This is an optimization exercise on Yosys and OpenROAD, whose aim is small area, not a production implementation.
In this exercise RTL edits were held to simulation tests only and were not proved equivalent to the original.
Power and IR drop assume default switching activity.

Setup of old:
## Main
module Main(LED, AN, R, G, B, HS, VS,
            reset, clk, i_0, i_1, i_2, i_3, AI_switch, invis_switch, paddlesize_switch, ballspeed_switch);
export LEC_CHECK = 0
export ABC_AREA = 1
export CAP_MARGIN = 20
export CORE_MARGIN = 2
export CORE_UTILIZATION = 55
export SLEW_MARGIN = 20
create_clock -name core_clock -period 100.0 [get_ports {clk}]
standard.sh (not shown) runs the stock make flow with config.mk's settings and CLKGATE_MAP_FILE= SYNTH_SCRIPT=/design/flow/synth_recipe.tcl, a recipe that flattens the netlist after the stock synthesis.
==> flow/flow/run.sh <==
#!/bin/bash
# Own layout flow: the standard synthesis, then the combinational logic between the
# registers is re-mapped for area with ABC (registers untouched; a few ABC seeds are
# tried in parallel and the smallest netlist kept), then the standard layout from
# floorplan to finish with the knobs in flow/knobs.sh.
set -euo pipefail
WORK=$(pwd)
R=$WORK/orfs/results/${FLOW_PLATFORM}/Main/base
YOSYS=${FLOW_HOME}/../tools/install/yosys/bin/yosys
LIB=${FLOW_HOME}/platforms/${FLOW_PLATFORM}/lib/sky130_fd_sc_hd__tt_025C_1v80.lib

# layout knobs read by the ORFS scripts
source $WORK/flow/knobs.sh

bash standard.sh synth > $WORK/flow_synth.log 2>&1
cp $R/1_2_yosys.v $WORK/std_synth.v

reopt() {
  local S=$1
  local SCRIPT
  SCRIPT=$(sed "s/@SEED@/$S/" $WORK/flow/abc.script | tr -d '\n')
  $YOSYS -p "
read_liberty -ignore_miss_func $LIB
read_verilog $WORK/std_synth.v
hierarchy -top ${FLOW_TOP}
setattr -mod -set keep_hierarchy 1 sky130_fd_sc_hd__*df* sky130_fd_sc_hd__*dl*
flatten
blackbox sky130_fd_sc_hd__*df* sky130_fd_sc_hd__*dl*
opt_clean -purge
abc -liberty $LIB -script +$SCRIPT -dont_use *probe* -dont_use *lpflow*
opt_clean -purge
hilomap -singleton -hicell sky130_fd_sc_hd__conb_1 HI -locell sky130_fd_sc_hd__conb_1 LO
insbuf -buf sky130_fd_sc_hd__buf_4 A X
splitnets
opt_clean -purge
select ${FLOW_TOP}
tee -o $WORK/reopt_stat_$S.txt stat -liberty $LIB
write_verilog -noattr -nohex -nodec -selected $WORK/reopt_$S.v
" > $WORK/flow_reopt_$S.log 2>&1 || true
}

SEEDS="1 2 3 4"
for S in $SEEDS; do reopt $S & done
wait

# keep the smallest re-mapped netlist that has exactly the standard synthesis's registers
seqcells() { grep -oE '^ *sky130_fd_sc_hd__[a-z0-9_]*(df|dl)[a-z0-9_]* +[^ ]+' "$1" | sed 's/^ *//' | sort; }
seqcells $WORK/std_synth.v > $WORK/std_regs.txt
best=""; best_area=""
for S in $SEEDS; do
  f=$WORK/reopt_$S.v
  [[ -s $f ]] || continue
  grep -qE '^ *reg ' $f && continue
  seqcells $f | cmp -s - $WORK/std_regs.txt || continue
  a=$(grep -oE "Chip area for module .*: [0-9.]+" $WORK/reopt_stat_$S.txt | awk '{print $NF}' || true)
  [[ -n "$a" ]] || continue
  echo "seed $S area $a" >> $WORK/reopt_choice.txt
  if [[ -z "$best" ]] || awk -v a="$a" -v b="$best_area" 'BEGIN{exit !(a<b)}'; then best=$S; best_area=$a; fi
done
if [[ -n "$best" ]]; then
  echo "chosen seed $best" >> $WORK/reopt_choice.txt
  cp $WORK/reopt_$best.v $R/1_2_yosys.v
else
  echo "no re-mapped netlist kept, using the standard one" >> $WORK/reopt_choice.txt
fi
rm -f $R/1_synth.odb
bash standard.sh finish > $WORK/flow_layout.log 2>&1
==> flow/flow/knobs.sh <==
# Port buffers: the smallest buffer. Clock tree: no dummy loads, clkbuf_8 leaves of at most 15 sinks.
export BUFFER_PORTS_ARGS="-buffer_cell sky130_fd_sc_hd__buf_1"
export CTS_ARGS="-sink_clustering_enable -repair_clock_nets -dont_use_dummy_load -buf_list sky130_fd_sc_hd__clkbuf_8 -sink_clustering_size 15 -sink_clustering_max_diameter 60"
Other scripts of this flow, unchanged in this note and not shown: flow/flow/abc.script
What new does differently from old at the input level:
diff --git a/flow/flow/run.sh b/flow/flow/run.sh
--- a/flow/flow/run.sh
+++ b/flow/flow/run.sh
@@ -40,5 +40,5 @@
 }
 
-SEEDS="1 2 3 4"
+SEEDS="5 6 7 8"
 for S in $SEEDS; do reopt $S & done
 wait
==> flow/flow/knobs.sh <==
# Port buffers: the smallest buffer. Clock tree: no dummy loads, clkbuf_4 leaves of at most 10 sinks.
export BUFFER_PORTS_ARGS="-buffer_cell sky130_fd_sc_hd__buf_1"
export CTS_ARGS="-sink_clustering_enable -repair_clock_nets -dont_use_dummy_load -buf_list sky130_fd_sc_hd__clkbuf_4 -sink_clustering_size 10 -sink_clustering_max_diameter 50"
- Sort new and old by net switching fraction of the power desc -> top: new
- Looking at new and old, the worst hold path cell count is a wash.
- On overall die area, new and old are neck and neck.
- new consumes less power than old does.
- On number of cells on the critical path: between new and old, it ends up higher for old.
- Tightest slew margin relative to the limit down 2.8 points in new wrt old
- First-pass GRT wire length delta for new relative to old: 1100 µm higher
- Between old and new, the synthesized area figures differ only marginally.
- As far as number of well-tap cells placed goes, new and old are indistinguishable; the numbers are identical.

port drivers added, routing unchanged:
The flow's constraints put no driver on any port. The routed layouts listed below were extracted and timed again, unchanged, in two steps.
Step 1 sets driving cells, clkbuf_16 on the clock port and buf_2 on the other inputs (assumed; they add their load-dependent delay and slew).
Step 2 adds t to the input delays and takes it off the output delays; t is the mean of the earliest and latest rising clock arrival at the registers after step 1. Input paths then give back, and output paths get back, about the clock's delay inside the block.
a / b / c = ideal / step 1 / step 2; a / b = the first two.
| run | t, ns | setup slack, ns | worst setup path after step 2 |
|---|---|---|---|
| old | 0.597 | 74.792 / 74.811 / 74.214 | input to register |
| new | 0.667 | 75.132 / 75.152 / 74.485 | input to register |
After both steps setup and hold are still met in every run listed. For new, which loses most, drivers alone change the setup slack by +0.020 ns; drivers and shift together by -0.647 ns.
